What follows belongs to an exercise in optimizing a design on an open flow for small area, a short achievable clock period and few clock cycles per item; a production flow would make more cautious choices. In this exercise RTL edits were held to simulation tests only and were not proved equivalent to the original. Power figures rest on the tool's default switching activity, not on a simulated workload.

==> build 50 <==
==> flow/design.v <==
`timescale 1ns / 1ps
module miniRISCVpipe(
	input 		 clk,reset,
	input [31:0] InstrF,
	input [31:0] ReadDataM,
	output[31:0] PCF,
	output		 MemWriteM,
	output[31:0] ALUResultM,WriteDataM
);
reg [31:0] pc;
reg [31:0] aluM, wdM;
reg        memwM, regwM, loadM;
reg [4:0]  rdM;
reg [31:0] rf [1:31];
assign PCF        = pc;
assign ALUResultM = aluM;
assign WriteDataM = wdM;
assign MemWriteM  = memwM;
wire [31:0] I  = InstrF;
wire [6:0]  op = I[6:0];
wire [2:0]  f3 = I[14:12];
wire [4:0]  rs1 = I[19:15];
wire [4:0]  rs2 = I[24:20];
wire [4:0]  rd  = I[11:7];
wire isR   = (op == 7'b0110011);
wire isI   = (op == 7'b0010011);
wire isLW  = (op == 7'b0000011);
wire isSW  = (op == 7'b0100011);
wire isBEQ = (op == 7'b1100011);
wire isJAL = (op == 7'b1101111);
wire isLUI = (op == 7'b0110111);
wire isOp   = isR | isI;
wire opLog  = isOp & f3[2];                  
wire opSlt  = isOp & ~f3[2] & f3[1];         
wire opSub  = opSlt | (isR & ~f3[2] & ~f3[1] & I[30]);
wire selSum = ~(opLog | opSlt | isLUI | isJAL);
wire [31:0] immI = {{20{I[31]}}, I[31:20]};
wire [31:0] immS = {{20{I[31]}}, I[31:25], I[11:7]};
wire [31:0] immB = {{20{I[31]}}, I[7], I[30:25], I[11:8], 1'b0};
wire [31:0] immJ = {{12{I[31]}}, I[19:12], I[20], I[30:21], 1'b0};
wire [31:0] immU = {I[31:12], 12'd0};
wire [31:0] resM = loadM ? ReadDataM : aluM;
reg [31:0] rd1, rd2;
integer k;
always @(*) begin
	rd1 = 32'd0;
	rd2 = 32'd0;
	for (k = 1; k < 32; k = k + 1) begin
		rd1 = rd1 | ({32{rs1 == k}} & rf[k]);
		rd2 = rd2 | ({32{rs2 == k}} & rf[k]);
	end
end
wire fwdA = regwM & (rdM == rs1);
wire fwdB = regwM & (rdM == rs2);
wire [31:0] A   = fwdA ? resM : rd1;
wire [31:0] R2  = fwdB ? resM : rd2;
wire [31:0] B    = isR ? R2 : (isSW ? immS : immI);
wire [31:0] sum  = A + (opSub ? ~B : B) + {31'd0, opSub};
wire        slt  = (A[31] ^ B[31]) ? A[31] : sum[31];
wire [31:0] pc4  = pc + 32'd4;
wire [31:0] logv = f3[0] ? (A & B) : (A | B);
wire [31:0] res = ({32{selSum}} & sum)
                | ({32{opLog}}  & logv)
                | ({32{opSlt}}  & {31'd0, slt})
                | ({32{isLUI}}  & immU)
                | ({32{isJAL}}  & pc4);
wire [31:0] target = pc + (op[2] ? immJ : immB);
wire        taken  = isJAL | (isBEQ & (A == R2));
wire [31:0] pcnext = taken ? target : pc4;
wire regw = (isOp | isLW | isJAL | isLUI) & (rd != 5'd0);
always @(posedge clk or posedge reset) begin
	if (reset) begin
		pc    <= 32'd0;
		memwM <= 1'b0;
		regwM <= 1'b0;
	end else begin
		pc    <= pcnext;
		memwM <= isSW;
		regwM <= regw;
	end
end
always @(posedge clk) begin
	aluM  <= res;
	wdM   <= R2;
	rdM   <= rd;
	loadM <= isLW;
end
genvar g;
generate
	for (g = 1; g < 32; g = g + 1) begin : regs
		always @(posedge clk) begin
			if (reset)
				rf[g] <= 32'd0;
			else if (regwM && rdM == g)
				rf[g] <= resM;
		end
	end
endgenerate
endmodule
==> flow/run.sh <==
#!/bin/bash
# synth_recipe.tcl (not shown) runs the flow's synth.tcl, then flattens the netlist and writes it again
# the make line also repeats each setting of config.mk as NAME=value (left out here)
make -C /OpenROAD-flow-scripts/flow DESIGN_CONFIG=/design/flow/config.mk WORK_HOME=/design/flow/orfs CLKGATE_MAP_FILE= SYNTH_SCRIPT=/design/flow/synth_recipe.tcl finish
==> flow/config.mk <==
export PLATFORM = sky130hd
export DESIGN_NAME = miniRISCVpipe
export DESIGN_NICKNAME = miniRISCVpipe
export VERILOG_FILES = /design/flow/design.v
export SDC_FILE = /design/flow/constraint.sdc
export NUM_CORES = 4
export LEC_CHECK = 0
export CAP_MARGIN = 20
export CORE_MARGIN = 2
export CORE_UTILIZATION = 40
export SLEW_MARGIN = 20
==> flow/constraint.sdc <==
create_clock -name core_clock -period 10.0 [get_ports {clk}]
set_input_delay 2.0000 -clock core_clock [delete_from_list [all_inputs] [get_ports {clk}]]
set_output_delay 2.0000 -clock core_clock [all_outputs]
set_load 0.01 [all_outputs]
==> inputs of trial 32, as changes to build 50 <==
==> flow/design.v (replaced) <==
`timescale 1ns / 1ps
module Adder #(parameter W = 32, parameter L = 5)    
(
	input  [W-1:0] a, b,
	input          cin,
	output [W-1:0] s,
	output         cout
);
wire [W-1:0] p0 = a ^ b;
wire [W-1:0] g  [0:L];
wire [W-1:0] p  [0:L];
assign g[0] = (a & b) | {{(W-1){1'b0}}, p0[0] & cin};
assign p[0] = p0;
genvar k, i;
generate
	for (k = 0; k < L; k = k + 1) begin : lvl
		for (i = 0; i < W; i = i + 1) begin : bit_
			if (i >= (1 << k)) begin : comb
				assign g[k+1][i] = g[k][i] | (p[k][i] & g[k][i - (1 << k)]);
				assign p[k+1][i] = p[k][i] & p[k][i - (1 << k)];
			end else begin : pass
				assign g[k+1][i] = g[k][i];
				assign p[k+1][i] = p[k][i];
			end
		end
	end
endgenerate
wire [W:0] c = {g[L], cin};
assign s    = p0 ^ c[W-1:0];
assign cout = c[W];
endmodule
`timescale 1ns / 1ps
module miniRISCVpipe(
	input 		 clk,reset,
	input [31:0] InstrF,
	input [31:0] ReadDataM,
	output[31:0] PCF,
	output		 MemWriteM,
	output[31:0] ALUResultM,WriteDataM
);
reg [31:0] pc;
reg [31:0] aE, bE, sE;         
reg        regwE, memwE, loadE, beqE;
reg        subE, sltE, logE, andE;
reg        fAE, fBE, fSE;       
reg [4:0]  rdE;
reg [31:0] aluM, wdM;
reg        memwM, regwM, loadM;
reg [4:0]  rdM;
reg [31:0] rf [1:31];
assign PCF        = pc;
assign ALUResultM = aluM;
assign WriteDataM = wdM;
assign MemWriteM  = memwM;
wire [31:0] I  = InstrF;
wire [6:0]  op = I[6:0];
wire [2:0]  f3 = I[14:12];
wire [4:0]  rs1 = I[19:15];
wire [4:0]  rs2 = I[24:20];
wire [4:0]  rd  = I[11:7];
wire isR   = (op == 7'b0110011);
wire isI   = (op == 7'b0010011);
wire isLW  = (op == 7'b0000011);
wire isSW  = (op == 7'b0100011);
wire isBEQ = (op == 7'b1100011);
wire isJAL = (op == 7'b1101111);
wire isLUI = (op == 7'b0110111);
wire isOp  = isR | isI;
wire opLog = isOp & f3[2];                   
wire opSlt = isOp & ~f3[2] & f3[1];          
wire opSub = opSlt | (isR & ~f3[2] & ~f3[1] & I[30]);
wire useA  = isOp | isLW | isSW | isBEQ;
wire useS  = isR | isSW | isBEQ;
wire [31:0] immI = {{20{I[31]}}, I[31:20]};
wire [31:0] immS = {{20{I[31]}}, I[31:25], I[11:7]};
wire [31:0] immB = {{20{I[31]}}, I[7], I[30:25], I[11:8], 1'b0};
wire [31:0] immJ = {{12{I[31]}}, I[19:12], I[20], I[30:21], 1'b0};
wire [31:0] immU = {I[31:12], 12'd0};
wire [31:0] resM = loadM ? ReadDataM : aluM;
reg [31:0] rd1, rd2;
integer k;
always @(*) begin
	rd1 = 32'd0;
	rd2 = 32'd0;
	for (k = 1; k < 32; k = k + 1) begin
		rd1 = rd1 | ({32{rs1 == k}} & rf[k]);
		rd2 = rd2 | ({32{rs2 == k}} & rf[k]);
	end
end
wire [31:0] r1 = (regwM & (rdM == rs1)) ? resM : rd1;
wire [31:0] r2 = (regwM & (rdM == rs2)) ? resM : rd2;
wire [19:0] hi  = pc[31:12];
wire [19:0] hiP = hi + 20'd1;
wire [19:0] hiM = hi - 20'd1;
wire [12:0] lo4 = {1'b0, pc[11:0]} + 13'd4;
wire [31:0] pc4 = {lo4[12] ? hiP : hi, lo4[11:0]};
wire [12:0] loB = {1'b0, pc[11:0]} + {1'b0, immB[11:0]};
wire [19:0] hiB = (I[31] == loB[12]) ? hi : (loB[12] ? hiP : hiM);
wire [31:0] tgtB = {hiB, loB[11:0]};
wire [12:0] loJ  = {1'b0, pc[11:0]} + {1'b0, immJ[11:0]};
wire [8:0]  midJ0 = {1'b0, hi[7:0]} + {1'b0, I[19:12]};
wire [8:0]  midJ1 = {1'b0, hi[7:0]} + {1'b0, I[19:12]} + 9'd1;
wire [8:0]  midJ  = loJ[12] ? midJ1 : midJ0;
wire [11:0] top   = hi[19:8];
wire [11:0] topP  = top + 12'd1;
wire [11:0] topM  = top - 12'd1;
wire [11:0] topJ  = (I[31] == midJ[8]) ? top : (midJ[8] ? topP : topM);
wire [31:0] tgtJ  = {topJ, midJ[7:0], loJ[11:0]};
wire hitA  = regwE & (rdE == rs1) & useA;
wire hitS  = regwE & (rdE == rs2) & useS;
wire stall = loadE & (hitA | hitS);
wire [31:0] A = fAE ? aluM : aE;
wire [31:0] B = fBE ? aluM : bE;
wire [31:0] S = fSE ? aluM : sE;
wire [31:0] sum;
Adder #(32, 5) alu_add(.a(A), .b(B ^ {32{subE}}), .cin(subE), .s(sum), .cout());
wire        slt  = (A[31] ^ B[31]) ? A[31] : sum[31];
wire [31:0] logv = andE ? (A & B) : (A | B);
wire [31:0] res  = logE ? logv : sltE ? {31'd0, slt} : sum;
wire taken = beqE & (A == S);      
wire kill = taken | stall;         
always @(posedge clk or posedge reset) begin
	if (reset) begin
		pc    <= 32'd0;
		regwE <= 1'b0;
		memwE <= 1'b0;
		loadE <= 1'b0;
		beqE  <= 1'b0;
		memwM <= 1'b0;
		regwM <= 1'b0;
	end else begin
		pc    <= taken ? bE : stall ? pc : isJAL ? tgtJ : pc4;
		regwE <= ~kill & (isOp | isLW | isJAL | isLUI) & (rd != 5'd0);
		memwE <= ~kill & isSW;
		loadE <= ~kill & isLW;
		beqE  <= ~kill & isBEQ;
		memwM <= memwE;
		regwM <= regwE;
	end
end
always @(posedge clk) begin
	aE   <= isJAL ? pc4 : isLUI ? 32'd0 : r1;
	bE   <= isR ? r2 : isSW ? immS : isLUI ? immU : isJAL ? 32'd0 : isBEQ ? tgtB : immI;
	sE   <= r2;
	subE <= opSub;
	sltE <= opSlt;
	logE <= opLog;
	andE <= f3[0];
	fAE  <= hitA;
	fBE  <= hitS & isR;
	fSE  <= hitS;
	rdE  <= rd;
	aluM  <= res;
	wdM   <= S;
	rdM   <= rdE;
	loadM <= loadE;
end
genvar g;
generate
	for (g = 1; g < 32; g = g + 1) begin : regs
		always @(posedge clk) begin
			if (reset | (regwM && rdM == g))
				rf[g] <= reset ? 32'd0 : resM;
		end
	end
endgenerate
endmodule
SETUP_SLACK_MARGIN = 5   (was default)
==> inputs of build 54, as changes to build 50 <==
==> flow/design.v, changed modules only <==
module miniRISCVpipe(
	input 		 clk,reset,
	input [31:0] InstrF,
	input [31:0] ReadDataM,
	output[31:0] PCF,
	output		 MemWriteM,
	output[31:0] ALUResultM,WriteDataM
);
reg [31:0] pc;
reg [31:0] aE, bE, sE;         
reg        regwE, memwE, loadE, beqE;
reg        subE, sltE, logE, andE;
reg        fAE, fBE, fSE;       
reg [4:0]  rdE;
reg [31:0] aluM, wdM;
reg        memwM, regwM, loadM;
reg [4:0]  rdM;
reg [31:0] rf [1:31];
assign PCF        = pc;
assign ALUResultM = aluM;
assign WriteDataM = wdM;
assign MemWriteM  = memwM;
wire [31:0] I  = InstrF;
wire [6:0]  op = I[6:0];
wire [2:0]  f3 = I[14:12];
wire [4:0]  rs1 = I[19:15];
wire [4:0]  rs2 = I[24:20];
wire [4:0]  rd  = I[11:7];
wire isR   = (op == 7'b0110011);
wire isI   = (op == 7'b0010011);
wire isLW  = (op == 7'b0000011);
wire isSW  = (op == 7'b0100011);
wire isBEQ = (op == 7'b1100011);
wire isJAL = (op == 7'b1101111);
wire isLUI = (op == 7'b0110111);
wire isOp  = isR | isI;
wire opLog = isOp & f3[2];                   
wire opSlt = isOp & ~f3[2] & f3[1];          
wire opSub = opSlt | (isR & ~f3[2] & ~f3[1] & I[30]);
wire useA  = isOp | isLW | isSW | isBEQ;
wire useS  = isR | isSW | isBEQ;
wire [31:0] immI = {{20{I[31]}}, I[31:20]};
wire [31:0] immS = {{20{I[31]}}, I[31:25], I[11:7]};
wire [31:0] immB = {{20{I[31]}}, I[7], I[30:25], I[11:8], 1'b0};
wire [31:0] immJ = {{12{I[31]}}, I[19:12], I[20], I[30:21], 1'b0};
wire [31:0] immU = {I[31:12], 12'd0};
wire [31:0] resM = loadM ? ReadDataM : aluM;
reg [31:0] rd1, rd2;
integer k;
always @(*) begin
	rd1 = 32'd0;
	rd2 = 32'd0;
	for (k = 1; k < 32; k = k + 1) begin
		rd1 = rd1 | ({32{rs1 == k}} & rf[k]);
		rd2 = rd2 | ({32{rs2 == k}} & rf[k]);
	end
end
wire [31:0] r1 = (regwM & (rdM == rs1)) ? resM : rd1;
wire [31:0] r2 = (regwM & (rdM == rs2)) ? resM : rd2;
wire [31:0] pc4    = pc + 32'd4;
wire [31:0] target = pc + (op[2] ? immJ : immB);
wire hitA  = regwE & (rdE == rs1) & useA;
wire hitS  = regwE & (rdE == rs2) & useS;
wire stall = loadE & (hitA | hitS);
wire [31:0] A = fAE ? aluM : aE;
wire [31:0] B = fBE ? aluM : bE;
wire [31:0] S = fSE ? aluM : sE;
wire [31:0] sum  = A + (subE ? ~B : B) + {31'd0, subE};
wire        slt  = (A[31] ^ B[31]) ? A[31] : sum[31];
wire [31:0] logv = andE ? (A & B) : (A | B);
wire [31:0] res  = logE ? logv : sltE ? {31'd0, slt} : sum;
wire taken = beqE & (A == S);      
wire kill = taken | stall;         
always @(posedge clk or posedge reset) begin
	if (reset) begin
		pc    <= 32'd0;
		regwE <= 1'b0;
		memwE <= 1'b0;
		loadE <= 1'b0;
		beqE  <= 1'b0;
		memwM <= 1'b0;
		regwM <= 1'b0;
	end else begin
		pc    <= taken ? bE : stall ? pc : isJAL ? target : pc4;
		regwE <= ~kill & (isOp | isLW | isJAL | isLUI) & (rd != 5'd0);
		memwE <= ~kill & isSW;
		loadE <= ~kill & isLW;
		beqE  <= ~kill & isBEQ;
		memwM <= memwE;
		regwM <= regwE;
	end
end
always @(posedge clk) begin
	aE   <= isJAL ? pc4 : isLUI ? 32'd0 : r1;
	bE   <= isR ? r2 : isSW ? immS : isLUI ? immU : isJAL ? 32'd0 : isBEQ ? target : immI;
	sE   <= r2;
	subE <= opSub;
	sltE <= opSlt;
	logE <= opLog;
	andE <= f3[0];
	fAE  <= hitA;
	fBE  <= hitS & isR;
	fSE  <= hitS;
	rdE  <= rd;
	aluM  <= res;
	wdM   <= S;
	rdM   <= rdE;
	loadM <= loadE;
end
genvar g;
generate
	for (g = 1; g < 32; g = g + 1) begin : regs
		always @(posedge clk) begin
			if (reset | (regwM && rdM == g))
				rf[g] <= reset ? 32'd0 : resM;
		end
	end
endgenerate
endmodule
==> comparison <==
Global-route usage: build 50 > build 54 > trial 32.
Worst setup slack: trial 32 > build 54 > build 50.
Core utilization: build 50 < build 54 < trial 32.
Sequential share of layout area: build 54 > trial 32 > build 50.
Die area: build 54 is larger than trial 32 (about 1.6%).
In clock power, trial 32 and build 50 hardly differ.
Build 54 completed without violations. Build 50 completed with no timing, DRC or antenna violations. Trial 32 finished with timing, DRC and antenna clean.
Between build 50 and build 54, the lower critical path depth is in build 54 (gap 18).
Sequential cell count: trial 32 is higher than build 50 (113).
The lowest maximum frequency belongs to build 50, the highest to trial 32.
Between build 54 and build 50, the lower combinational power is in build 50 (gap about 140%, measured against build 50).
Testbench counts of build 50, summed over its fixed seeds: cycles 23,964, instret 23,956.
Testbench counts of trial 32, summed over its fixed seeds: cycles 27,749, instret 23,956.
Testbench counts of build 54, summed over its fixed seeds: cycles 27,749, instret 23,956.

-- re-timing with driven ports --
Ports are ideal in the flow. The routed layouts listed here were re-timed in OpenROAD.
Step 1 (the two cells are an assumption about what drives the block):
set clk [get_ports {clk}]
set_driving_cell -lib_cell sky130_fd_sc_hd__clkbuf_16 $clk
set_driving_cell -lib_cell sky130_fd_sc_hd__buf_2 [delete_from_list [all_inputs] $clk]
Step 2 also shifts input and output timing later by t, the mid clock arrival at the registers, as if the neighbouring blocks saw the same clock.
a / b / c = ideal ports / drivers / drivers and shift; a / b = the first two.
run | t (ns) | setup slack, ns | worst setup path at the end
build 50 | 0.839 | 1.434 / 1.476 / 0.638 | input to register
trial 32 | 0.847 | 4.690 / 4.740 / 3.893 | input to register
build 54 | 0.883 | 3.491 / 3.462 / 2.578 | input to register
After both steps every run listed still meets setup and hold. For build 54, which loses most, drivers alone change the setup slack by -0.029 ns; drivers and shift together by -0.913 ns.
